What follows belongs to an exercise in optimizing a design on an open flow for small area; a production flow would make more cautious choices.
At most, simulation tests tie the RTL to the original design; equivalence was not proved.
The RTL of run 4 was laid out without a check of its function.
No run shown here takes its clock network from TritonCTS; it comes from the design's own scripts or RTL.
The clock port is modelled as an ideal driver, which makes a skipped or thinned clock tree look cheaper than it is; a real chip needs a root buffer or a tree.
No activity file was given, so power comes from the tool's default toggle rates.

`flow/standard.sh`:
```
#!/bin/bash
# synth_recipe.tcl (not shown) runs the flow's synth.tcl, then flattens the netlist and writes it again
# the make line also repeats each setting of config.mk as NAME=value (left out here)
make -C /OpenROAD-flow-scripts/flow DESIGN_CONFIG=/design/flow/config.mk WORK_HOME=/design/flow/orfs CLKGATE_MAP_FILE= SYNTH_SCRIPT=/design/flow/synth_recipe.tcl "${@:-finish}"
```
`flow/flow/run.sh`:
```
#!/bin/bash
# Standard ORFS layout (the standard.sh) with two changes:
#  - ports are buffered with buf_1 instead of the default buffer cell
#  - after CTS, the clock tree is replaced by a smaller one: the flip-flops
#    are split into 4 groups by position, each driven by one clkbuf_8 at the
#    group's centre, and clk drives the 4 buffers (flow/post_cts.tcl)
# The make output goes to standard.log; ORFS keeps each step's log under orfs/logs.
set -euo pipefail
export BUFFER_PORTS_ARGS="-buffer_cell sky130_fd_sc_hd__buf_1"
export POST_CTS_TCL="$PWD/flow/post_cts.tcl"
bash standard.sh > standard.log 2>&1
```
`flow/constraint.sdc`:
```
create_clock -name core_clock -period 40.0 [get_ports {clk}]
set_input_delay 8.0000 -clock core_clock [delete_from_list [all_inputs] [get_ports {clk}]]
set_output_delay 8.0000 -clock core_clock [all_outputs]
set_load 0.01 [all_outputs]
```
`flow/design.v`:
```
module clock_divider (
    input wire clk,
    input wire rst,
    output wire game_tick
);
    localparam [17:0] LAST = 18'h1cd73;
    reg [17:0] s;
    reg half;
    wire last = (s == LAST);
    wire clr = rst | last;
    assign game_tick = last & ~half;
    always @(posedge clk)
    begin
        s <= ~({s[16:0], s[17] ^ s[6]} | {18{clr}});
        half <= ~rst & (half ^ last);
    end
endmodule
module obstacle_generator (
    input wire clk,
    input wire rst,
    input wire game_tick,
    output reg [5:0] nk1,
    output reg [6:0] nk2
);
    wire [6:0] c1;
    wire [7:0] c2;
    assign c1[0] = game_tick;
    assign c2[0] = game_tick;
    genvar i;
    generate
        for (i = 0; i < 6; i = i + 1) begin : g1
            assign c1[i+1] = nk1[i] & c1[i];
        end
        for (i = 0; i < 7; i = i + 1) begin : g2
            assign c2[i+1] = nk2[i] & c2[i];
        end
    endgenerate
    wire [5:0] nk1_inc = nk1 ^ c1[5:0];
    wire [6:0] nk2_inc = nk2 ^ c2[6:0];
    wire wrap1 = c1[6];
    wire wrap2 = c2[7];
    wire near1 = (~nk1[5] & ~nk1[4]) | (~nk1[5] & nk1[4] & ~nk1[3] & ~nk1[2]) | (~nk1[5] & nk1[4] & ~nk1[3] & nk1[2] & ~nk1[1]);
    always @(posedge clk) begin
        if (rst | wrap1)
            nk1 <= 6'd10;                             
        else
            nk1 <= nk1_inc;
        if (rst | (wrap2 & ~near1))
            nk2 <= 7'd53;                             
        else if (wrap2)
            nk2 <= 7'd62;                             
        else
            nk2 <= nk2_inc;
    end
endmodule
module input_handler (
    input wire clk,
    input wire rst,
    input wire btn_jump,
    output reg jump_pressed
);
    reg       last;
    reg [2:0] run;
    wire change = btn_jump ^ last;
    wire full = ~(run[2] | run[1] | run[0]);
    wire feed = run[0] ? ~run[2] : (run[2] & run[1]);
    always @(posedge clk)
    begin
        last <= ~rst & btn_jump;
        run <= rst ? 3'b000 : change ? 3'b001 : {run[1:0], feed};
        jump_pressed <= ~rst & (full ? last : jump_pressed);
    end
endmodule
module game_fsm (
    input wire clk,
    input wire rst,
    input wire game_tick,
    input wire jump_pressed,
    input wire collision,
    output wire [4:0] dino_m,
    output wire low
);
    reg [5:0] phase;
    reg       game_over;
    localparam [5:0] IDLE  = 6'b010011;    
    localparam [5:0] START = 6'b101100;    
    assign dino_m = phase[4:0] ^ {5{phase[5]}};
    assign low = dino_m[4] | (&dino_m[3:0]);
    wire idle = ~phase[5] & phase[4] & phase[1] & phase[0];
    wire step = game_tick & ~game_over;
    wire [6:0] c;
    assign c[0] = step & ~idle;
    genvar i;
    generate
        for (i = 0; i < 6; i = i + 1) begin : g
            assign c[i+1] = phase[i] & c[i];
        end
    endgenerate
    always @(posedge clk)
    begin
        if (rst)
            phase <= IDLE;
        else if (step & idle & jump_pressed & ~collision)
            phase <= START;
        else
            phase <= phase ^ c[5:0];
        game_over <= ~rst & (game_over | (game_tick & collision));
    end
endmodule
module collision_detector (
    input wire low,
    input wire [5:0] nk1,
    input wire [6:0] nk2,
    output wire collision
);
    assign collision = low & ((nk1[5] & nk1[4] & ~nk1[3] & nk1[2] & nk1[1] & nk1[0]) | (nk1[5] & nk1[4] & nk1[3]) |
                               (nk2[6] & nk2[5] & nk2[4] & ~nk2[3] & nk2[2] & nk2[1] & nk2[0]) | (nk2[6] & nk2[5] & nk2[4] & nk2[3]));
endmodule
module vga_controller (
    input wire clk,
    input wire rst,
    output reg [6:0] hq,
    output reg [3:0] hr,
    output reg [9:0] v,
    output wire hsync,
    output wire vsync,
    output wire display_area
);
    wire hr_end = hr[3] & hr[0];                          
    wire hq_end = hq[6] & (&hq[3:0]);                     
    wire v_end  = v[9] & v[3] & v[2];                     
    wire [6:0] hc = {hq[5:0] & hc[5:0], hr_end};
    wire [9:0] vc = {v[8:0] & vc[8:0], hr_end & hq_end};
    always @(posedge clk)
    begin
        hr <= (rst | hr_end) ? 4'd0 : {hr[3] ^ (&hr[2:0]), hr[2] ^ (&hr[1:0]), hr[1] ^ hr[0], ~hr[0]};
        hq <= (rst | (hr_end & hq_end)) ? 7'd0 : hq ^ hc;
        v  <= (rst | (hr_end & hq_end & v_end)) ? 10'd0 : v ^ vc;
    end
    wire [3:0] l = hq[3:0];
    wire hr_ge6 = hr[3] | (hr[2] & hr[1]);               
    wire hr_le1 = ~(hr[3] | hr[2] | hr[1]);              
    wire l_2_10 = (~l[3] & (l[2] | l[1])) | (l[3] & ~l[2] & ~(l[1] & l[0]));
    wire l_1  = ~l[3] & ~l[2] & ~l[1] & l[0];
    wire l_11 = l[3] & ~l[2] & l[1] & l[0];
    assign hsync = ~(hq[6] & (l_2_10 | (l_1 & hr_ge6) | (l_11 & hr_le1)));
    assign vsync = ~((v[8] & v[7] & v[6] & v[5] & ~v[4] & v[3] & ~v[2] & v[1]));
    assign display_area = ~hq[6] & ((~v[9] & ~v[8]) | (~v[9] & v[8] & ~v[7]) | (~v[9] & v[8] & v[7] & ~v[6]) | (~v[9] & v[8] & v[7] & v[6] & ~v[5]));
endmodule
module graphics_engine (
    input wire clk,
    input wire rst,
    input wire [6:0] hq,
    input wire [3:0] hr,
    input wire [9:0] v,
    input wire display_area,
    input wire [4:0] dino_m,
    input wire [5:0] nk1,
    input wire [6:0] nk2,
    output reg on,
    output reg white
);
    wire [6:0] a1;
    wire [7:0] a2;
    wire [5:0] d1;
    wire [6:0] d2;
    assign a1[0] = 1'b0;
    assign a2[0] = 1'b0;
    genvar i;
    generate
        for (i = 0; i < 6; i = i + 1) begin : g1
            assign d1[i] = hq[i] ^ nk1[i] ^ a1[i];
            assign a1[i+1] = (hq[i] & nk1[i]) | (a1[i] & (hq[i] ^ nk1[i]));
        end
        for (i = 0; i < 6; i = i + 1) begin : g2
            assign d2[i] = hq[i] ^ nk2[i] ^ a2[i];
            assign a2[i+1] = (hq[i] & nk2[i]) | (a2[i] & (hq[i] ^ nk2[i]));
        end
    endgenerate
    assign d2[6] = nk2[6] ^ a2[6];
    wire obs_row = ((~v[9] & v[8] & ~v[7] & v[6] & ~v[5] & ~v[4] & v[3] & ~v[2] & v[1]) | (~v[9] & v[8] & ~v[7] & v[6] & ~v[5] & ~v[4] & v[3] & v[2]) | (~v[9] & v[8] & ~v[7] & v[6] & ~v[5] & v[4]) | (~v[9] & v[8] & ~v[7] & v[6] & v[5]) | (~v[9] & v[8] & v[7]) | v[9]);
    wire in_obs = obs_row & (((~d1[5] & ~d1[4] & ~d1[3] & ~d1[2]) | (~d1[5] & ~d1[4] & ~d1[3] & d1[2] & ~d1[1] & ~d1[0])) | ((~d2[6] & ~d2[5] & ~d2[4] & ~d2[3] & ~d2[2]) | (~d2[6] & ~d2[5] & ~d2[4] & ~d2[3] & d2[2] & ~d2[1] & ~d2[0])));
    reg [8:0] rtm;
    always @(*)
    begin
        case (dino_m)
            5'd0: rtm = 9'd6;
            5'd1: rtm = 9'd5;
            5'd2: rtm = 9'd3;
            5'd3: rtm = 9'd0;
            5'd4: rtm = 9'd508;
            5'd5: rtm = 9'd503;
            5'd6: rtm = 9'd497;
            5'd7: rtm = 9'd490;
            5'd8: rtm = 9'd482;
            5'd9: rtm = 9'd473;
            5'd10: rtm = 9'd463;
            5'd11: rtm = 9'd452;
            5'd12: rtm = 9'd440;
            5'd13: rtm = 9'd427;
            5'd14: rtm = 9'd413;
            5'd15: rtm = 9'd398;
            5'd16: rtm = 9'd382;
            5'd17: rtm = 9'd365;
            5'd18: rtm = 9'd347;
            default: rtm = 9'd328;
        endcase
    end
    wire [8:0] vh = {1'b0, v[8:1]};
    wire [8:0] a3;
    wire [8:0] e;
    assign a3[0] = 1'b0;
    generate
        for (i = 0; i < 8; i = i + 1) begin : g3
            assign e[i] = vh[i] ^ rtm[i] ^ a3[i];
            assign a3[i+1] = (vh[i] & rtm[i]) | (a3[i] & (vh[i] ^ rtm[i]));
        end
    endgenerate
    assign e[8] = vh[8] ^ rtm[8] ^ a3[8];
    wire row_head = (~e[8] & ~e[7] & ~e[6] & ~e[5] & e[4] & ~e[3]) | (~e[8] & ~e[7] & ~e[6] & ~e[5] & e[4] & e[3] & ~e[2] & ~e[1]);
    wire row_body = (~e[8] & ~e[7] & ~e[6] & ~e[5] & e[4] & e[3] & ~e[2] & e[1]) | (~e[8] & ~e[7] & ~e[6] & ~e[5] & e[4] & e[3] & e[2]) | (~e[8] & ~e[7] & ~e[6] & e[5] & ~e[4] & ~e[3]) | (~e[8] & ~e[7] & ~e[6] & e[5] & ~e[4] & e[3] & ~e[2] & ~e[1] & ~e[0]);
    wire row_tail = (~e[8] & ~e[7] & ~e[6] & e[5] & ~e[4] & e[3] & ~e[2] & ~e[1] & e[0]) | (~e[8] & ~e[7] & ~e[6] & e[5] & ~e[4] & e[3] & ~e[2] & e[1]) | (~e[8] & ~e[7] & ~e[6] & e[5] & ~e[4] & e[3] & e[2]) | (~e[8] & ~e[7] & ~e[6] & e[5] & e[4] & ~e[3]);
    wire row_legs = (~e[8] & ~e[7] & ~e[6] & e[5] & e[4] & e[3] & ~e[2]) | (~e[8] & ~e[7] & ~e[6] & e[5] & e[4] & e[3] & e[2] & ~e[1] & ~e[0]);
    wire hq5 = ((~hq[5] & ~hq[4] & ~hq[3] & hq[2] & ~hq[1] & hq[0]));
    wire hq6 = ((~hq[5] & ~hq[4] & ~hq[3] & hq[2] & hq[1] & ~hq[0]));
    wire hq8 = ((~hq[5] & ~hq[4] & hq[3] & ~hq[2] & ~hq[1] & ~hq[0]));
    wire hq9 = ((~hq[5] & ~hq[4] & hq[3] & ~hq[2] & ~hq[1] & hq[0]));
    wire hq_6_8 = ((~hq[5] & ~hq[4] & ~hq[3] & hq[2] & hq[1]) | (~hq[5] & ~hq[4] & hq[3] & ~hq[2] & ~hq[1] & ~hq[0]));
    wire hq_5_8 = ((~hq[5] & ~hq[4] & ~hq[3] & hq[2] & ~hq[1] & hq[0]) | (~hq[5] & ~hq[4] & ~hq[3] & hq[2] & hq[1]) | (~hq[5] & ~hq[4] & hq[3] & ~hq[2] & ~hq[1] & ~hq[0]));
    wire hr_2_7 = ((~hr[3] & ~hr[2] & hr[1]) | (~hr[3] & hr[2]));
    wire hr_ge5 = ((~hr[3] & hr[2] & ~hr[1] & hr[0]) | (~hr[3] & hr[2] & hr[1]) | hr[3]);
    wire hr_le7 = (~hr[3]);
    wire in_dino =
        (row_head & ((hq8 & hr_ge5) | (hq9 & hr_le7))) |
        (row_body & hq_6_8) |
        (row_tail & hq_5_8) |
        (row_legs & (hq5 | ((hq6 | hq8) & hr_2_7)));
    always @(posedge clk)
    begin
        on <= ~rst & display_area;
        white <= ~rst & display_area & ~(in_obs | in_dino);
    end
endmodule
module top (
    input  wire        clk,
    input  wire        rst,
    input  wire        btn_jump,
    output wire        hsync,
    output wire        vsync,
    output wire [3:0]  red,
    output wire [3:0]  green,
    output wire [3:0]  blue
);
    wire        game_tick;
    wire        jump_pressed;
    wire [4:0]  dino_m;
    wire        low;
    wire [5:0]  nk1;
    wire [6:0]  nk2;
    wire        collision;
    wire [6:0]  hq;
    wire [3:0]  hr;
    wire [9:0]  v;
    wire        display_area;
    wire        on;
    wire        white;
    clock_divider u_clk_div (
        .clk      (clk),
        .rst      (rst),
        .game_tick(game_tick)
    );
    obstacle_generator u_obstacles (
        .clk        (clk),
        .rst        (rst),
        .game_tick  (game_tick),
        .nk1(nk1),
        .nk2(nk2)
    );
    input_handler u_input (
        .clk         (clk),
        .rst         (rst),
        .btn_jump    (btn_jump),
        .jump_pressed(jump_pressed)
    );
    game_fsm u_fsm (
        .clk         (clk),
        .rst         (rst),
        .game_tick   (game_tick),
        .jump_pressed(jump_pressed),
        .collision   (collision),
        .dino_m      (dino_m),
        .low         (low)
    );
    collision_detector u_collision (
        .low        (low),
        .nk1(nk1),
        .nk2(nk2),
        .collision  (collision)
    );
    vga_controller u_vga (
        .clk         (clk),
        .rst         (rst),
        .hq          (hq),
        .hr          (hr),
        .v           (v),
        .hsync       (hsync),
        .vsync       (vsync),
        .display_area(display_area)
    );
    graphics_engine u_gfx (
        .clk         (clk),
        .rst         (rst),
        .hq          (hq),
        .hr          (hr),
        .v           (v),
        .display_area(display_area),
        .dino_m      (dino_m),
        .nk1 (nk1),
        .nk2 (nk2),
        .on          (on),
        .white       (white)
    );
    assign red   = {on, white, white, white};
    assign green = {on, white, white, white};
    assign blue  = {on, white, white, white};
endmodule
```
`flow/flow/post_cts.tcl`:
```
# Replace the clock tree that clock_tree_synthesis built with a small one:
# the flip-flops are split into NCLK groups by position, each driven by one
# clock buffer placed at the group's centre; clk drives the NCLK buffers.
set nclk 4
set bufcell sky130_fd_sc_hd__clkbuf_8
if { [info exists ::env(MY_NCLK)] } { set nclk $::env(MY_NCLK) }
if { [info exists ::env(MY_CLKBUF)] } { set bufcell $::env(MY_CLKBUF) }

set db [ord::get_db]
set block [ord::get_db_block]
set clk_net [$block findNet clk]

set sinks {}
foreach inst [$block getInsts] {
  if { [[$inst getMaster] isSequential] } {
    foreach it [$inst getITerms] {
      if { [[$it getMTerm] getName] eq "CLK" } { lappend sinks $it }
    }
  }
}
set old {}
foreach inst [$block getInsts] {
  if { [regexp {^(clkbuf_|clkload)} [$inst getName]] } { lappend old $inst }
}
foreach it $sinks { $it disconnect }
foreach inst $old { odb::dbInst_destroy $inst }
foreach net [$block getNets] {
  if { [string match "clknet_*" [$net getName]] } { odb::dbNet_destroy $net }
}
puts "post_cts: removed [llength $old] clock tree cells, [llength $sinks] sinks"

# group the sinks: start from strips along x, then a few rounds of k-means
set pts {}
foreach it $sinks {
  set bb [[$it getInst] getBBox]
  lappend pts [list [expr {([$bb xMin] + [$bb xMax]) / 2}] [expr {([$bb yMin] + [$bb yMax]) / 2}] $it]
}
set pts [lsort -integer -index 0 $pts]
set n [llength $pts]
set grp {}
for { set i 0 } { $i < $n } { incr i } { lappend grp [expr {$i * $nclk / $n}] }
for { set iter 0 } { $iter < 20 } { incr iter } {
  for { set g 0 } { $g < $nclk } { incr g } { set sx($g) 0; set sy($g) 0; set cnt($g) 0 }
  foreach p $pts g $grp {
    set sx($g) [expr {$sx($g) + [lindex $p 0]}]
    set sy($g) [expr {$sy($g) + [lindex $p 1]}]
    incr cnt($g)
  }
  for { set g 0 } { $g < $nclk } { incr g } {
    if { $cnt($g) > 0 } {
      set cx($g) [expr {$sx($g) / $cnt($g)}]
      set cy($g) [expr {$sy($g) / $cnt($g)}]
    }
  }
  # assign each sink to its nearest centre that still has room, nearest pairs first
  set cap [expr {($n + $nclk - 1) / $nclk}]
  set pairs {}
  set i 0
  foreach p $pts {
    for { set g 0 } { $g < $nclk } { incr g } {
      lappend pairs [list [expr {abs([lindex $p 0] - $cx($g)) + abs([lindex $p 1] - $cy($g))}] $i $g]
    }
    incr i
  }
  set pairs [lsort -integer -index 0 $pairs]
  for { set g 0 } { $g < $nclk } { incr g } { set room($g) $cap }
  for { set i 0 } { $i < $n } { incr i } { set asg($i) -1 }
  foreach pr $pairs {
    set i [lindex $pr 1]; set g [lindex $pr 2]
    if { $asg($i) < 0 && $room($g) > 0 } { set asg($i) $g; incr room($g) -1 }
  }
  set newgrp {}
  for { set i 0 } { $i < $n } { incr i } { lappend newgrp $asg($i) }
  set grp $newgrp
}
set master [$db findMaster $bufcell]
for { set g 0 } { $g < $nclk } { incr g } {
  set members {}
  set tx 0; set ty 0
  foreach p $pts gg $grp {
    if { $gg == $g } { lappend members [lindex $p 2]; incr tx [lindex $p 0]; incr ty [lindex $p 1] }
  }
  if { [llength $members] == 0 } { continue }
  set bx [expr {$tx / [llength $members]}]
  set by [expr {$ty / [llength $members]}]
  set net [odb::dbNet_create $block "clknet_my_$g"]
  $net setSigType CLOCK
  set buf [odb::dbInst_create $block $master "clkbuf_my_$g"]
  [$buf findITerm A] connect $clk_net
  [$buf findITerm X] connect $net
  foreach it $members { $it connect $net }
  $buf setLocation $bx $by
  $buf setPlacementStatus PLACED
  puts "post_cts: clkbuf_my_$g drives [llength $members] sinks at $bx $by"
}
detailed_placement
check_placement -verbose
estimate_parasitics -placement
report_clock_skew
```
`flow/config.mk`:
```
export PLATFORM = sky130hd
export DESIGN_NAME = top
export DESIGN_NICKNAME = top
export VERILOG_FILES = /design/flow/design.v
export SDC_FILE = /design/flow/constraint.sdc
export NUM_CORES = 4
export LEC_CHECK = 0
export CAP_MARGIN = 20
export CORE_MARGIN = 2
export CORE_UTILIZATION = 40
export SLEW_MARGIN = 20
```
==> results of run 1 <==
layout make-up:
cell class / instances / area, µm²
Fill cell: 866 / 4990
Multi-Input combinational cell: 262 / 2040
Sequential cell: 67 / 1340
Tap cell: 108 / 135
Timing Repair Buffer: 17 / 67.6
Buffer: 4 / 55.1
Inverter: 12 / 45.0
routing by layer:
| metal | track usage, % | vias to the layer above |
|---|---|---|
| li1 | - | 1224 |
| met1 | 18.5 | 1128 |
| met2 | 21.4 | 20 |
| met3 | 2.51 | 5 |
| met4 | 3.58 | 0 |
| met5 | 0 | - |
worst max-delay path: stages, from the launching register on:
cell,delay (ns)
dfxtp_1,0.61
nand2_1,0.15
a21oi_1,0.15
o21ai_0,0.09
nand3_1,0.11
buf_1,0.16
synth_stat cells (all sizes together), types with 5 or more instances:
| master | number | share of area, % |
|---|---|---|
| nor3 | 9 | 1.4 |
| o21a | 5 | 1.1 |
| inv | 12 | 1.3 |
| and2 | 23 | 4.0 |
| xor2 | 7 | 1.7 |
| a21oi | 12 | 1.7 |
| or3 | 7 | 1.2 |
| dfxtp | 67 | 38 |
| ha | 44 | 15 |
| nand2 | 27 | 2.9 |
| o21ai | 17 | 2.4 |
| nand3 | 7 | 0.99 |
| buf | 16 | 3.2 |
| nor2 | 40 | 4.2 |
| fa | 16 | 9.0 |
| xnor2 | 7 | 1.7 |
logic make-up after synthesis:
logic type                 after synthesis  synth area share, %
AOI/OAI and AO/OA                       50                 9.40
xor gates and xnor gates                14                 3.45
adders and majority gates               60                 24.5
buffers and inverters                   32                 4.86
DFF                                     67                 37.7
muxes                                    2                0.563
and+or+nand+nor                        136                 19.5
final timing paths:
check,to,cells after the start
worst max-delay path,hsync,5
worst min-delay path,u_clk_div.s[3],1
worst max register to register,u_gfx.white,15
worst min register to register,u_clk_div.s[3],1
where the power goes:
group | total (W) | leakage [nW] | internal (W) | switching (W)
clock | 0.0000271 | 0.0288 | 0.00000933 | 0.0000178
sequential | 0.0000701 | 0.548 | 0.0000688 | 0.00000135
combinational | 0.00000428 | 1.07 | 0.00000167 | 0.00000261
per-stage QoR:
step / setup slack, ns / total power (W)
finish: 30.57 / 0.000101
global route: 30.46 / 0.000106
detailed placement: 30.78 / 0.0000760
global placement: 30.84 / 0.0000759
floorplan: 30.99 / 0.0000754
flip-flops by register name, summed over array words and instances (netlist names), 3 cells and up:
name / count
u_clk_div.s: 18
u_fsm.phase: 6
u_input.run: 3
u_obstacles.nk1: 6
u_obstacles.nk2: 7
u_vga.hq: 7
u_vga.hr: 4
u_vga.v: 10
==> impl_metrics.yaml, run 1 <==
run_status:
  outcome: "finished clean"
synthesis:
  yosysWarnings: 6
  synth-main-ff-cell: "dfxtp_1"
  netlist_area_um2: 3550
  yosysUniqueCellTypes: 44
  async_reset_ff_share_pct: 0
  ys_seq_elements: 67
  synth_fp_nets: 424
  synth_edf_count: 0
  syn_area_per_cell_um2: 9.84
  syn_inst: 361
  seq_area_frac_synth_pct: 37.7
routing:
  routedWlPerCell_um: 12.7
  via_per_inst: 5.06
  wl_met2_um: 2660
  wl_met1_um: 3110
  drt_iter0_drc: 107
  wirelength_um: 5970
  vias: 2377
  dr.pass1.iters: 4
  highest_layer: "met4"
  drc: 0
  wl_met3_um: 132
  antenna_left: 0
sta:
  timing.setup.tns_ns: 0
  fin_crit_sh_pct: 23.6
  timing.final.crit_period_ns: 9.43
  fmax_mhz: 106
  grt_setup_unrepaired: "false"
  setup_violations: 0
  skew_ns: 0.0146
  hold_viol_final: 0
  worst_slew_pin_slew_ns: 0.667
  whs_ns: 0.398
  maxSlewHeadroom_pct: 55.0
  slew_violations: 0
worst_setup_path:
  endpoint_kind: "primary output"
  critPathLaunchType: "flop"
  r2r_setup_slack_ns: 34.57
  crit_start: "u_vga.hq[0]"
  worstPathMaxFanout: 12
  timing.rr.start: "u_fsm.phase[5]"
  criticalPathCategory: "flop to primary output"
  worstPathArrival_ns: 1.43
  required_ns: 32.00
cells_and_area:
  syn_to_final_growth_pct: 3.66
  final_cell_mix: "dfxtp_1, ha_1, nor2_1"
  fin_nets: 427
  final_area_um2: 3680
  final_common_cell: "dfxtp_1"
  post-route-util_pct: 42.4
  layout.cells.non_filler: 470
  drive_above_1_share_pct: 2.49
  antenna_cells: 0
die:
  start_util_pct: 40.9
  die_area_um2: 9650
  fp.dieH_um: 98.3
  die_w_um: 98.3
  core_area_um2: 8680
  ios: 17
  num_rows: 34
power:
  ir_drop_v: 0.0000248
  power_density_nw_per_um2: 27.6
  p_leak_nw: 1.65
clock_network:
  clock_latency_ns: 0.17
  clock-sinks: 67
  clk_pin_slew_ns: 0.11
worst_hold_path:
  min_from: "u_clk_div.s[2]"
  hp-class: "flop to flop"
placed_design:
  numPortBuffers: 16
  placed_cell_area_um2: 3630
  dp.cells: 466
  globalplace.congestion: 0.756
  dp_hpwl_um: 4510
grt:
  grt_overflow: 0
  grt_first_pass_wirelength_um: 10700
  grt_usage_pct: 13.3
  grt_antenna_before_repair: 0
  grt_pass1_vias: 2281
  grt_start_max_net_pins: 29
job:
  cap_violations: 0
==> inputs of run 2 (changes only) <==
--- a/flow/config.mk
+++ b/flow/config.mk
@@ -7,5 +7,5 @@
 export LEC_CHECK = 0
 export CAP_MARGIN = 20
 export CORE_MARGIN = 2
-export CORE_UTILIZATION = 40
+export CORE_UTILIZATION = 60
 export SLEW_MARGIN = 20
==> impl_metrics.yaml, run 2 <==
cells_and_area:
  antenna_cells: 0
  drive_above_1_share_pct: 2.49
  largest_reg_flops: 18
  syn_to_final_growth_pct: 2.50
  regMostFlops: "u_clk_div.s"
  regArea_um2: 1340
  final_common_cell: "dfxtp_1"
  multi_input_area_um2: 2040
  largestRegisters: "u_clk_div.s: 18 flops, u_vga.v: 10 flops"
  fin_nets: 427
  filler_cell_count: 535
  final_cell_mix: "dfxtp_1, ha_1, nor2_1"
routing:
  antenna_left: 0
  routedWlPerCell_um: 13.6
  wirelength_um: 5930
  drt_iter0_drc: 49
  vias: 2377
  dr.pass1.iters: 4
  via_per_inst: 5.44
  drc: 0
sta:
  worst_slack_ns: 30.59
  skew_ns: 0.00778
  fin_crit_sh_pct: 23.5
  grt_setup_unrepaired: "false"
  hold_viol_final: 0
  slew_violations: 0
  timing.setup.tns_ns: 0
  setup_violations: 0
  timing.final.crit_period_ns: 9.41
  maxSlewHeadroom_pct: 59.0
  whs_ns: 0.406
  fmax_mhz: 106
  worst_slew_pin_slew_ns: 0.607
synthesis:
  syn_area_per_cell_um2: 9.84
  synth_edf_count: 0
  synth_fp_nets: 424
  yosysWarnings: 6
  syn_inst: 361
  yosys-top-cells-area: "dfxtp_1, ha_1, fa_1, nor2_1, and2_1"
  netlist_top_cells_count: "dfxtp_1, ha_1, nor2_1, nand2_1, and2_1"
  seq_area_frac_synth_pct: 37.7
  synth_top_cell_by_area: "dfxtp_1"
  yosysMostFrequentCell: "dfxtp_1"
  synth-main-ff-cell: "dfxtp_1"
  yosysTopAreaCellShare_pct: 37.7
  async_reset_ff_share_pct: 0
  netlist_area_um2: 3550
  ys_seq_elements: 67
  yosysUniqueCellTypes: 44
worst_setup_path:
  crit_cells: 5
  max_stage_delay_ns: 0.62
  worstPathArrival_ns: 1.41
  crit_path_cell_trace: "nand2_1 > a21oi_1 > o21ai_0 > nand3_1 > buf_1"
  worstPathMaxFanout: 12
  cpLargestDelayFamily: "flip-flops"
  required_ns: 32.00
  critPathLaunchType: "flop"
  worstRegToRegCells: 15
  endpoint_kind: "primary output"
  criticalPathCategory: "flop to primary output"
  path_buf_inv: 1
  cp_slowest_cell: "dfxtp_1"
placed_design:
  numPortBuffers: 16
  dp_hpwl_um: 4560
  globalplace.congestion: 0.814
  place_ws_ns: 30.79
worst_hold_path:
  hp-class: "flop to flop"
  min_path_cells: 1
die:
  fp.dieH_um: 81.0
  core_area_um2: 5820
  die_w_um: 81.0
  ios: 17
  die_area_um2: 6550
  num_rows: 28
  start_util_pct: 61.1
grt:
  grt_first_pass_wirelength_um: 10400
  grt_use_met1_pct: 27.7
  grt_pass1_vias: 2229
  grt_usage_pct: 20.4
  grt_antenna_before_repair: 0
  grt_start_max_net_pins: 29
  grt_overflow: 0
  globalRouteMet3Util_pct: 3.67
  grt-busiest-layer: "met2"
  grt_util_met2_pct: 33.8
power:
  ir_drop_v: 0.0000272
  power_density_nw_per_um2: 27.6
  power_w: 0.000101
  p_leak_nw: 1.65
job:
  cap_violations: 0
run_status:
  outcome: "finished clean"
clock_network:
  clock_latency_ns: 0.16
  clock-sinks: 67
  clk_pin_slew_ns: 0.11
-- run 2: cell counts in the layout (fill, tap and decap cells not counted) --
No cell type changed its count.
-- run 2: cells by family after synthesis --
| family | Yosys count | synth area share [%] |
|---|---|---|
| AND/OR/NAND/NOR | 136 | 19.5 |
| flip-flops | 67 | 37.7 |
| adder cells (fa/ha/maj) | 60 | 24.5 |
| AO/OA/AOI/OAI | 50 | 9.40 |
| buffers and inverters | 32 | 4.86 |
| XOR/XNOR | 14 | 3.45 |
| multiplexers | 2 | 0.563 |
-- run 2: metal layers --
layer  up-vias  share of wire (%)
met5         -                  0
met4         0                1.4
met3         7                2.9
met2        34                 46
met1      1110                 49
li1       1226                  -
-- run 2: final timing paths --
path | start | to | slack [ns]
worst max-delay path | u_vga.hq[0] | hsync | 30.59
worst min-delay path | u_clk_div.s[10] | u_clk_div.s[11] | 0.41
worst max register to register | u_fsm.phase[5] | u_gfx.white | 34.62
worst min register to register | u_clk_div.s[10] | u_clk_div.s[11] | 0.41
-- run 2: per-stage QoR --
step / cells / util (%) / instance area, µm²
floorplan: 361 / - / 3550
global placement: 433 / 61.7 / 3590
detailed placement: 433 / 61.7 / 3590
global route: 437 / 62.6 / 3640
finish: 437 / 62.6 / 3640
-- run 2: final cells by class --
type / count / share of cell area [%]
multi-input cells: 262 / 56.0
repair buffers: 17 / 1.86
inverters: 12 / 1.24
flip-flops and latches: 67 / 36.8
plain buffers: 4 / 1.51
well taps: 75 / 2.58
-- run 2: worst reg2reg max path: cells and delay by family, from the launching register on --
family / cells / cell delay [ns]
compound gates: 3 / 0.46
xor+xnor: 1 / 0.17
fa+ha+maj: 8 / 3.47
buf+inv: 1 / 0.09
flops: 1 / 0.54
simple gates: 2 / 0.53
-- run 2: power breakdown --
| group | leakage (nW) | internal (W) | total [W] | switching (W) |
|---|---|---|---|---|
| Combinational | 1.07 | 0.00000165 | 0.00000422 | 0.00000256 |
| Clock | 0.0288 | 0.00000931 | 0.0000263 | 0.0000170 |
| Sequential | 0.548 | 0.0000688 | 0.0000702 | 0.00000141 |
==> inputs of run 3 (changes only) <==
--- a/flow/config.mk
+++ b/flow/config.mk
@@ -9,3 +9,4 @@
 export CORE_MARGIN = 2
 export CORE_UTILIZATION = 60
 export SLEW_MARGIN = 20
+export SYNTH_HIERARCHICAL = 1
==> impl_metrics.yaml, run 3 <==
sta:
  hold_viol_final: 0
  whs_ns: 0.410
  timing.final.crit_period_ns: 9.50
  slew_violations: 0
  grt_setup_unrepaired: "false"
  fmax_mhz: 105
  timing.setup.tns_ns: 0
  worst_slew_pin_slew_ns: 0.925
  maxSlewHeadroom_pct: 38.3
  setup_violations: 0
  fin_crit_sh_pct: 23.7
  skew_ns: 0.0228
placed_design:
  placed_cell_area_um2: 3690
  dp_hpwl_um: 4510
  numPortBuffers: 16
  dp.cells: 423
  globalplace.congestion: 0.783
run_status:
  outcome: "finished clean"
cells_and_area:
  multi_input_area_um2: 2140
  layout.cells.non_filler: 427
  final_common_cell: "dfxtp_1"
  regArea_um2: 1340
  fin_nets: 418
  syn_to_final_growth_pct: 2.04
  drive_above_1_share_pct: 6.25
  antenna_cells: 0
  regMostFlops: "u_clk_div.s"
  largest_reg_flops: 18
  filler_cell_count: 490
  largestRegisters: "u_clk_div.s: 18 flops, u_vga.v: 10 flops"
  final_area_um2: 3750
  final_cell_mix: "dfxtp_1, ha_1, nor2_1"
die:
  fp.dieH_um: 82.2
  start_util_pct: 62.0
  die_area_um2: 6760
  ios: 17
  num_rows: 28
  core_area_um2: 5920
  die_w_um: 82.2
power:
  p_seq_share_pct: 69.6
  power_density_nw_per_um2: 26.9
  sw_frac_of_total_pct: 20.9
  power_w: 0.000101
  p_sw_w: 0.0000210
  ir_drop_v: 0.0000328
  p_int_w: 0.0000797
  clkPwrFrac_pct: 26.3
  p_comb_share_pct: 4.0
  p_leak_nw: 1.63
worst_setup_path:
  criticalPathCategory: "flop to primary output"
  endpoint_kind: "primary output"
  critPathLaunchType: "flop"
  cpLargestDelayFamily: "flip-flops"
  crit_path_cell_trace: "and3_1 > o31ai_1 > nand4_1 > buf_1"
  path_buf_inv: 1
  required_ns: 32.00
  max_stage_delay_ns: 0.60
  cp_slowest_cell: "dfxtp_1"
  worstPathMaxFanout: 11
  worstPathArrival_ns: 1.50
synthesis:
  synth_fp_nets: 415
  async_reset_ff_share_pct: 0
  synth_top_cell_by_area: "dfxtp_1"
  synth_edf_count: 0
  syn_area_per_cell_um2: 10.5
  yosysUniqueCellTypes: 58
  yosysWarnings: 12
  netlist_top_cells_count: "dfxtp_1, ha_1, nor2_1, and2_1, fa_1"
  yosysTopAreaCellShare_pct: 36.5
  yosysMostFrequentCell: "dfxtp_1"
  seq_area_frac_synth_pct: 36.5
  yosys-top-cells-area: "dfxtp_1, ha_1, fa_1, and2_1, nor2_1"
  netlist_area_um2: 3670
  syn_inst: 351
  ys_seq_elements: 67
  synth-main-ff-cell: "dfxtp_1"
clock_network:
  clock_latency_ns: 0.17
  clock-sinks: 67
  clk_pin_slew_ns: 0.12
worst_hold_path:
  hp-class: "flop to flop"
routing:
  antenna_left: 0
  via_per_inst: 5.54
  routedWlPerCell_um: 13.9
  dr.pass1.iters: 4
  vias: 2365
  wirelength_um: 5930
  drc: 0
  drt_iter0_drc: 34
grt:
  grt_pass1_vias: 2287
  grt_overflow: 0
  grt_usage_pct: 19.9
  grt_first_pass_wirelength_um: 10400
  grt_start_max_net_pins: 48
  grt_antenna_before_repair: 0
job:
  cap_violations: 0
-- run 3: changes by cell type in the layout (fill, tap and decap cells not counted), moves of 3 or more --
| cell | change |
|---|---|
| nand2_1 | -23 |
| a211oi_1 | +7 |
| nor2_1 | -7 |
| o21ai_0 | -4 |
| inv_1 | +3 |
| nor3b_1 | +3 |
| o21a_1 | -3 |
| o31ai_1 | +3 |
| or3_1 | -3 |
-- run 3: cell type report --
type                       instances  area share (%)
timing repair buffer              16            1.64
multi-input combinational        250            57.1
sequential                        67            35.8
buffer                             4            1.47
tap                               75            2.51
inverter                          15            1.50
-- run 3: power by group through the flow --
stage,Sequential [W],Combinational [W],Clock (W)
after floorplan,0.0000712,0.00000366,0
after global placement,0.0000716,0.00000412,0
after detailed placement,0.0000717,0.00000417,0
after global routing,0.0000704,0.00000476,0.0000294
final,0.0000701,0.00000408,0.0000265
-- run 3: worst paths after layout --
kind,from,to,slack [ns],cells after the start
worst max-delay path,u_vga.hq[0],hsync,30.50,4
worst min-delay path,u_clk_div.s[7],u_clk_div.s[8],0.41,1
worst max register to register,u_fsm.phase[5],u_gfx.white,34.43,18
worst min register to register,u_clk_div.s[7],u_clk_div.s[8],0.41,1
-- run 3: kinds of logic after synthesis --
kind of cell	after synthesis	synth area share, %
mux	4	1.09
buf+inv	34	5.21
simple gates	112	17.9
xor+xnor	14	3.34
fa+ha+maj	61	24.1
compound gates	59	11.8
flops	67	36.5
-- run 3: through the flow --
stage          setup slack [ns]  util [%]
3_5_place_dp              30.65      62.3
2_1_floorplan             30.97         -
6_report                  30.50      63.3
5_1_grt                   30.39      63.3
3_3_place_gp              30.66      62.3
-- run 3: metal layers --
layer,track usage [%],part of all wire (%),vias to the layer above,routed length (µm)
met5,0,0,-,0
met4,4.33,0.81,0,48
met3,3.48,2.1,5,123
met2,36.2,50,20,2970
met1,24.4,47,1110,2780
li1,-,-,1230,-
-- run 3: modules after synthesis (local to each module, per instance) --
module | copies in the design | cells inside
input_handler | 1 | 16
graphics_engine | 1 | 101
collision_detector | 1 | 5
clock_divider | 1 | 50
top | 1 | 12
obstacle_generator | 1 | 48
vga_controller | 1 | 82
game_fsm | 1 | 37
==> inputs of run 4 (changes only) <==
--- a/flow/design.v
+++ b/flow/design.v
@@ -180,32 +180,115 @@
     assign d2[6] = nk2[6] ^ a2[6];
     wire obs_row = ((~v[9] & v[8] & ~v[7] & v[6] & ~v[5] & ~v[4] & v[3] & ~v[2] & v[1]) | (~v[9] & v[8] & ~v[7] & v[6] & ~v[5] & ~v[4] & v[3] & v[2]) | (~v[9] & v[8] & ~v[7] & v[6] & ~v[5] & v[4]) | (~v[9] & v[8] & ~v[7] & v[6] & v[5]) | (~v[9] & v[8] & v[7]) | v[9]);
     wire in_obs = obs_row & (((~d1[5] & ~d1[4] & ~d1[3] & ~d1[2]) | (~d1[5] & ~d1[4] & ~d1[3] & d1[2] & ~d1[1] & ~d1[0])) | ((~d2[6] & ~d2[5] & ~d2[4] & ~d2[3] & ~d2[2]) | (~d2[6] & ~d2[5] & ~d2[4] & ~d2[3] & d2[2] & ~d2[1] & ~d2[0])));
-    reg [8:0] rtm;
-    always @(*)
-    begin
-        case (dino_m)
-            5'd0: rtm = 9'd6;
-            5'd1: rtm = 9'd5;
-            5'd2: rtm = 9'd3;
-            5'd3: rtm = 9'd0;
-            5'd4: rtm = 9'd508;
-            5'd5: rtm = 9'd503;
-            5'd6: rtm = 9'd497;
-            5'd7: rtm = 9'd490;
-            5'd8: rtm = 9'd482;
-            5'd9: rtm = 9'd473;
-            5'd10: rtm = 9'd463;
-            5'd11: rtm = 9'd452;
-            5'd12: rtm = 9'd440;
-            5'd13: rtm = 9'd427;
-            5'd14: rtm = 9'd413;
-            5'd15: rtm = 9'd398;
-            5'd16: rtm = 9'd382;
-            5'd17: rtm = 9'd365;
-            5'd18: rtm = 9'd347;
-            default: rtm = 9'd328;
-        endcase
-    end
+    wire [8:0] rtm;
+    assign rtm[0] =
+        (~dino_m[4] & ~dino_m[3] & ~dino_m[2] & ~dino_m[1] & dino_m[0]) |
+        (~dino_m[4] & ~dino_m[3] & ~dino_m[2] & dino_m[1] & ~dino_m[0]) |
+        (~dino_m[4] & ~dino_m[3] & dino_m[2] & ~dino_m[1] & dino_m[0]) |
+        (~dino_m[4] & ~dino_m[3] & dino_m[2] & dino_m[1] & ~dino_m[0]) |
+        (~dino_m[4] & dino_m[3] & ~dino_m[2] & ~dino_m[1] & dino_m[0]) |
+        (~dino_m[4] & dino_m[3] & ~dino_m[2] & dino_m[1] & ~dino_m[0]) |
+        (~dino_m[4] & dino_m[3] & dino_m[2] & ~dino_m[1] & dino_m[0]) |
+        (~dino_m[4] & dino_m[3] & dino_m[2] & dino_m[1] & ~dino_m[0]) |
+        (dino_m[4] & ~dino_m[3] & ~dino_m[2] & ~dino_m[1] & dino_m[0]) |
+        (dino_m[4] & ~dino_m[3] & ~dino_m[2] & dino_m[1] & ~dino_m[0]);
+    assign rtm[1] =
+        (~dino_m[4] & ~dino_m[3] & ~dino_m[2] & ~dino_m[1] & ~dino_m[0]) |
+        (~dino_m[4] & ~dino_m[3] & ~dino_m[2] & dino_m[1] & ~dino_m[0]) |
+        (~dino_m[4] & ~dino_m[3] & dino_m[2] & ~dino_m[1] & dino_m[0]) |
+        (~dino_m[4] & ~dino_m[3] & dino_m[2] & dino_m[1] & dino_m[0]) |
+        (~dino_m[4] & dino_m[3] & ~dino_m[2] & ~dino_m[1] & ~dino_m[0]) |
+        (~dino_m[4] & dino_m[3] & ~dino_m[2] & dino_m[1] & ~dino_m[0]) |
+        (~dino_m[4] & dino_m[3] & dino_m[2] & ~dino_m[1] & dino_m[0]) |
+        (~dino_m[4] & dino_m[3] & dino_m[2] & dino_m[1] & dino_m[0]) |
+        (dino_m[4] & ~dino_m[3] & ~dino_m[2] & ~dino_m[1] & ~dino_m[0]) |
+        (dino_m[4] & ~dino_m[3] & ~dino_m[2] & dino_m[1] & ~dino_m[0]);
+    assign rtm[2] =
+        (~dino_m[4] & ~dino_m[3] & ~dino_m[2] & ~dino_m[1] & ~dino_m[0]) |
+        (~dino_m[4] & ~dino_m[3] & ~dino_m[2] & ~dino_m[1] & dino_m[0]) |
+        (~dino_m[4] & ~dino_m[3] & dino_m[2] & ~dino_m[1] & ~dino_m[0]) |
+        (~dino_m[4] & ~dino_m[3] & dino_m[2] & ~dino_m[1] & dino_m[0]) |
+        (~dino_m[4] & dino_m[3] & ~dino_m[2] & dino_m[1] & ~dino_m[0]) |
+        (~dino_m[4] & dino_m[3] & ~dino_m[2] & dino_m[1] & dino_m[0]) |
+        (~dino_m[4] & dino_m[3] & dino_m[2] & dino_m[1] & ~dino_m[0]) |
+        (~dino_m[4] & dino_m[3] & dino_m[2] & dino_m[1] & dino_m[0]) |
+        (dino_m[4] & ~dino_m[3] & ~dino_m[2] & ~dino_m[1] & ~dino_m[0]) |
+        (dino_m[4] & ~dino_m[3] & ~dino_m[2] & ~dino_m[1] & dino_m[0]);
+    assign rtm[3] =
+        (~dino_m[4] & ~dino_m[3] & dino_m[2] & ~dino_m[1] & ~dino_m[0]) |
+        (~dino_m[4] & ~dino_m[3] & dino_m[2] & dino_m[1] & dino_m[0]) |
+        (~dino_m[4] & dino_m[3] & ~dino_m[2] & ~dino_m[1] & dino_m[0]) |
+        (~dino_m[4] & dino_m[3] & ~dino_m[2] & dino_m[1] & ~dino_m[0]) |
+        (~dino_m[4] & dino_m[3] & dino_m[2] & ~dino_m[1] & ~dino_m[0]) |
+        (~dino_m[4] & dino_m[3] & dino_m[2] & ~dino_m[1] & dino_m[0]) |
+        (~dino_m[4] & dino_m[3] & dino_m[2] & dino_m[1] & ~dino_m[0]) |
+        (~dino_m[4] & dino_m[3] & dino_m[2] & dino_m[1] & dino_m[0]) |
+        (dino_m[4] & ~dino_m[3] & ~dino_m[2] & ~dino_m[1] & ~dino_m[0]) |
+        (dino_m[4] & ~dino_m[3] & ~dino_m[2] & ~dino_m[1] & dino_m[0]) |
+        (dino_m[4] & ~dino_m[3] & ~dino_m[2] & dino_m[1] & ~dino_m[0]) |
+        (dino_m[4] & ~dino_m[3] & ~dino_m[2] & dino_m[1] & dino_m[0]);
+    assign rtm[4] =
+        (~dino_m[4] & ~dino_m[3] & dino_m[2] & ~dino_m[1] & ~dino_m[0]) |
+        (~dino_m[4] & ~dino_m[3] & dino_m[2] & ~dino_m[1] & dino_m[0]) |
+        (~dino_m[4] & ~dino_m[3] & dino_m[2] & dino_m[1] & ~dino_m[0]) |
+        (~dino_m[4] & dino_m[3] & ~dino_m[2] & ~dino_m[1] & dino_m[0]) |
+        (~dino_m[4] & dino_m[3] & dino_m[2] & ~dino_m[1] & ~dino_m[0]) |
+        (~dino_m[4] & dino_m[3] & dino_m[2] & dino_m[1] & ~dino_m[0]) |
+        (dino_m[4] & ~dino_m[3] & ~dino_m[2] & ~dino_m[1] & ~dino_m[0]) |
+        (dino_m[4] & ~dino_m[3] & ~dino_m[2] & dino_m[1] & ~dino_m[0]);
+    assign rtm[5] =
+        (~dino_m[4] & ~dino_m[3] & dino_m[2] & ~dino_m[1] & ~dino_m[0]) |
+        (~dino_m[4] & ~dino_m[3] & dino_m[2] & ~dino_m[1] & dino_m[0]) |
+        (~dino_m[4] & ~dino_m[3] & dino_m[2] & dino_m[1] & ~dino_m[0]) |
+        (~dino_m[4] & ~dino_m[3] & dino_m[2] & dino_m[1] & dino_m[0]) |
+        (~dino_m[4] & dino_m[3] & ~dino_m[2] & ~dino_m[1] & ~dino_m[0]) |
+        (~dino_m[4] & dino_m[3] & dino_m[2] & ~dino_m[1] & ~dino_m[0]) |
+        (~dino_m[4] & dino_m[3] & dino_m[2] & ~dino_m[1] & dino_m[0]) |
+        (dino_m[4] & ~dino_m[3] & ~dino_m[2] & ~dino_m[1] & ~dino_m[0]) |
+        (dino_m[4] & ~dino_m[3] & ~dino_m[2] & ~dino_m[1] & dino_m[0]);
+    assign rtm[6] =
+        (~dino_m[4] & ~dino_m[3] & dino_m[2] & ~dino_m[1] & ~dino_m[0]) |
+        (~dino_m[4] & ~dino_m[3] & dino_m[2] & ~dino_m[1] & dino_m[0]) |
+        (~dino_m[4] & ~dino_m[3] & dino_m[2] & dino_m[1] & ~dino_m[0]) |
+        (~dino_m[4] & ~dino_m[3] & dino_m[2] & dino_m[1] & dino_m[0]) |
+        (~dino_m[4] & dino_m[3] & ~dino_m[2] & ~dino_m[1] & ~dino_m[0]) |
+        (~dino_m[4] & dino_m[3] & ~dino_m[2] & ~dino_m[1] & dino_m[0]) |
+        (~dino_m[4] & dino_m[3] & ~dino_m[2] & dino_m[1] & ~dino_m[0]) |
+        (~dino_m[4] & dino_m[3] & ~dino_m[2] & dino_m[1] & dino_m[0]) |
+        (dino_m[4] & ~dino_m[3] & ~dino_m[2] & ~dino_m[1] & ~dino_m[0]) |
+        (dino_m[4] & ~dino_m[3] & ~dino_m[2] & ~dino_m[1] & dino_m[0]) |
+        (dino_m[4] & ~dino_m[3] & ~dino_m[2] & dino_m[1] & ~dino_m[0]) |
+        (dino_m[4] & ~dino_m[3] & ~dino_m[2] & dino_m[1] & dino_m[0]);
+    assign rtm[7] =
+        (~dino_m[4] & ~dino_m[3] & dino_m[2] & ~dino_m[1] & ~dino_m[0]) |
+        (~dino_m[4] & ~dino_m[3] & dino_m[2] & ~dino_m[1] & dino_m[0]) |
+        (~dino_m[4] & ~dino_m[3] & dino_m[2] & dino_m[1] & ~dino_m[0]) |
+        (~dino_m[4] & ~dino_m[3] & dino_m[2] & dino_m[1] & dino_m[0]) |
+        (~dino_m[4] & dino_m[3] & ~dino_m[2] & ~dino_m[1] & ~dino_m[0]) |
+        (~dino_m[4] & dino_m[3] & ~dino_m[2] & ~dino_m[1] & dino_m[0]) |
+        (~dino_m[4] & dino_m[3] & ~dino_m[2] & dino_m[1] & ~dino_m[0]) |
+        (~dino_m[4] & dino_m[3] & ~dino_m[2] & dino_m[1] & dino_m[0]) |
+        (~dino_m[4] & dino_m[3] & dino_m[2] & ~dino_m[1] & ~dino_m[0]) |
+        (~dino_m[4] & dino_m[3] & dino_m[2] & ~dino_m[1] & dino_m[0]) |
+        (~dino_m[4] & dino_m[3] & dino_m[2] & dino_m[1] & ~dino_m[0]) |
+        (~dino_m[4] & dino_m[3] & dino_m[2] & dino_m[1] & dino_m[0]);
+    assign rtm[8] =
+        (~dino_m[4] & ~dino_m[3] & dino_m[2] & ~dino_m[1] & ~dino_m[0]) |
+        (~dino_m[4] & ~dino_m[3] & dino_m[2] & ~dino_m[1] & dino_m[0]) |
+        (~dino_m[4] & ~dino_m[3] & dino_m[2] & dino_m[1] & ~dino_m[0]) |
+        (~dino_m[4] & ~dino_m[3] & dino_m[2] & dino_m[1] & dino_m[0]) |
+        (~dino_m[4] & dino_m[3] & ~dino_m[2] & ~dino_m[1] & ~dino_m[0]) |
+        (~dino_m[4] & dino_m[3] & ~dino_m[2] & ~dino_m[1] & dino_m[0]) |
+        (~dino_m[4] & dino_m[3] & ~dino_m[2] & dino_m[1] & ~dino_m[0]) |
+        (~dino_m[4] & dino_m[3] & ~dino_m[2] & dino_m[1] & dino_m[0]) |
+        (~dino_m[4] & dino_m[3] & dino_m[2] & ~dino_m[1] & ~dino_m[0]) |
+        (~dino_m[4] & dino_m[3] & dino_m[2] & ~dino_m[1] & dino_m[0]) |
+        (~dino_m[4] & dino_m[3] & dino_m[2] & dino_m[1] & ~dino_m[0]) |
+        (~dino_m[4] & dino_m[3] & dino_m[2] & dino_m[1] & dino_m[0]) |
+        (dino_m[4] & ~dino_m[3] & ~dino_m[2] & ~dino_m[1] & ~dino_m[0]) |
+        (dino_m[4] & ~dino_m[3] & ~dino_m[2] & ~dino_m[1] & dino_m[0]) |
+        (dino_m[4] & ~dino_m[3] & ~dino_m[2] & dino_m[1] & ~dino_m[0]) |
+        (dino_m[4] & ~dino_m[3] & ~dino_m[2] & dino_m[1] & dino_m[0]);
     wire [8:0] vh = {1'b0, v[8:1]};
     wire [8:0] a3;
     wire [8:0] e;
--- a/flow/config.mk
+++ b/flow/config.mk
@@ -9,4 +9,3 @@
 export CORE_MARGIN = 2
 export CORE_UTILIZATION = 60
 export SLEW_MARGIN = 20
-export SYNTH_HIERARCHICAL = 1
==> impl_metrics.yaml, run 4 <==
run_status:
  outcome: "finished clean"
sta:
  timing.final.crit_period_ns: 9.41
  worst_slack_ns: 30.59
  hold_viol_final: 0
  skew_ns: 0.0147
  fmax_mhz: 106
  worst_slew_pin_slew_ns: 0.609
  setup_violations: 0
  fin_crit_sh_pct: 23.5
  timing.setup.tns_ns: 0
  maxSlewHeadroom_pct: 59.4
  grt_setup_unrepaired: "false"
  slew_violations: 0
cells_and_area:
  fin_nets: 443
  regMostFlops: "u_clk_div.s"
  syn_to_final_growth_pct: 0.906
  drive_above_1_share_pct: 3.14
  layout.cells.non_filler: 457
  multi_input_area_um2: 2160
  regArea_um2: 1340
  final_area_um2: 3760
  filler_cell_count: 503
  largest_reg_flops: 18
  final_common_cell: "dfxtp_1"
  largestRegisters: "u_clk_div.s: 18 flops, u_vga.v: 10 flops"
  final_cell_mix: "dfxtp_1, nor2_1, ha_1"
  antenna_cells: 0
routing:
  routedWlPerCell_um: 13.8
  drt_iter0_drc: 106
  antenna_left: 0
  dr.pass1.iters: 4
  via_per_inst: 5.59
  wirelength_um: 6300
  drc: 0
  vias: 2554
worst_hold_path:
  hp-class: "flop to flop"
  min_from: "u_clk_div.s[0]"
  min_path_cells: 1
power:
  ir_drop_v: 0.0000353
  power_density_nw_per_um2: 26.8
  p_leak_nw: 1.68
die:
  fp.dieH_um: 82.8
  num_rows: 28
  die_area_um2: 6860
  die_w_um: 82.8
  ios: 17
  start_util_pct: 62.6
  core_area_um2: 5960
synthesis:
  synth-main-ff-cell: "dfxtp_1"
  async_reset_ff_share_pct: 0
  synth_edf_count: 0
  netlist_area_um2: 3730
  yosysMostFrequentCell: "dfxtp_1"
  ys_seq_elements: 67
  netlist_top_cells_count: "dfxtp_1, nor2_1, ha_1, nand2_1, and2_1"
  synth_fp_nets: 447
  seq_area_frac_synth_pct: 36.0
  yosys-top-cells-area: "dfxtp_1, ha_1, fa_1, nor2_1, and2_1"
  yosysTopAreaCellShare_pct: 36.0
  yosysWarnings: 6
  synth_top_cell_by_area: "dfxtp_1"
  yosysUniqueCellTypes: 55
  syn_inst: 388
  syn_area_per_cell_um2: 9.61
placed_design:
  dp_hpwl_um: 4660
  placed_cell_area_um2: 3710
  dp.cells: 453
  globalplace.congestion: 0.791
  numPortBuffers: 16
  place_ws_ns: 30.79
clock_network:
  clk_pin_slew_ns: 0.11
  clock_latency_ns: 0.16
  clock-sinks: 67
worst_setup_path:
  required_ns: 32.00
  worstRegToRegCells: 18
  worstPathArrival_ns: 1.41
  criticalPathCategory: "flop to primary output"
  endpoint_kind: "primary output"
  worstPathMaxFanout: 11
  crit_start: "u_vga.hq[1]"
  critPathLaunchType: "flop"
  timing.rr.start: "u_fsm.phase[5]"
grt:
  grt_antenna_before_repair: 0
  grt_overflow: 0
  grt_start_max_net_pins: 30
  grt_first_pass_wirelength_um: 11300
  grt_pass1_vias: 2416
  grt_usage_pct: 19.6
job:
  cap_violations: 0
==> run 4: layout make-up <==
type	count	area share [%]
Multi-Input combinational cell	281	57.3
Sequential cell	67	35.6
Tap cell	75	2.49
Timing Repair Buffer	17	1.80
Buffer	4	1.46
Inverter	13	1.30
==> run 4: worst max-delay path, stage by stage, from the launching register on <==
cell,delay [ns]
dfxtp_1,0.58
nand2_1,0.18
a21oi_1,0.16
o22ai_1,0.11
nand2_1,0.08
buf_1,0.14
==> run 4: power by group <==
group	internal [W]	switching, W
combinational	0.00000181	0.00000263
sequential	0.0000688	0.00000141
clock	0.00000930	0.0000168
total	0.0000799	0.0000209
==> run 4: cells by family (layout without fill, tap and decap cells) <==
group,count (synthesis),after routing,share of synthesized area (%)
fa+ha+maj,56,56,22.0
simple gates,144,144,20.8
xor+xnor,10,10,2.35
compound gates,67,67,11.6
mux,4,4,1.07
buf+inv,40,34,6.21
flops,67,67,36.0
==> run 4: final timing paths <==
kind                    endpoint  slack, ns
setup / recovery           hsync      30.59
hold / removal    u_clk_div.s[1]       0.40
setup reg to reg     u_gfx.white      34.59
hold reg to reg   u_clk_div.s[1]       0.40
==> run 4: metal layers <==
metal,global-route usage (%),vias to the layer above,routed length (µm)
met5,0,-,0
met4,2.68,0,38
met1,28.6,1194,3160
met3,3.38,2,192
li1,-,1324,-
met2,31.4,34,2910
==> run 4: stage by stage <==
step	utilization, %	hold WS (ns)	total power, W
2_1_floorplan	-	0.378	0.0000755
3_5_place_dp	62.3	0.390	0.0000762
5_1_grt	63.2	0.415	0.000105
3_3_place_gp	62.3	0.388	0.0000760
6_report	63.2	0.401	0.000101

## port drivers added, routing unchanged
Ports are ideal in the flow. The routed layouts listed here were re-timed in OpenROAD.
Step 1: set_driving_cell puts a clkbuf_16 on clk and a buf_2 on each other input, an assumption about the parent block.
Step 2 also shifts input and output timing later by t, the mid clock arrival at the registers, as if the neighbouring blocks saw the same clock.
a / b / c = ideal / step 1 / step 2; a / b = the first two.
run	t, ns	setup WS [ns]	worst register clock-pin slew, ns	worst data-port slew with drivers (ns)
run 1	0.217	30.565 / 30.508 / 30.725	0.11 / 0.11	0.03
run 2	0.214	30.590 / 30.533 / 30.747	0.11 / 0.11	0.03
run 3	0.214	30.505 / 30.450 / 30.663	0.12 / 0.12	0.03
run 4	0.210	30.586 / 30.532 / 30.742	0.11 / 0.11	0.03
After both steps every run listed still meets setup and hold.
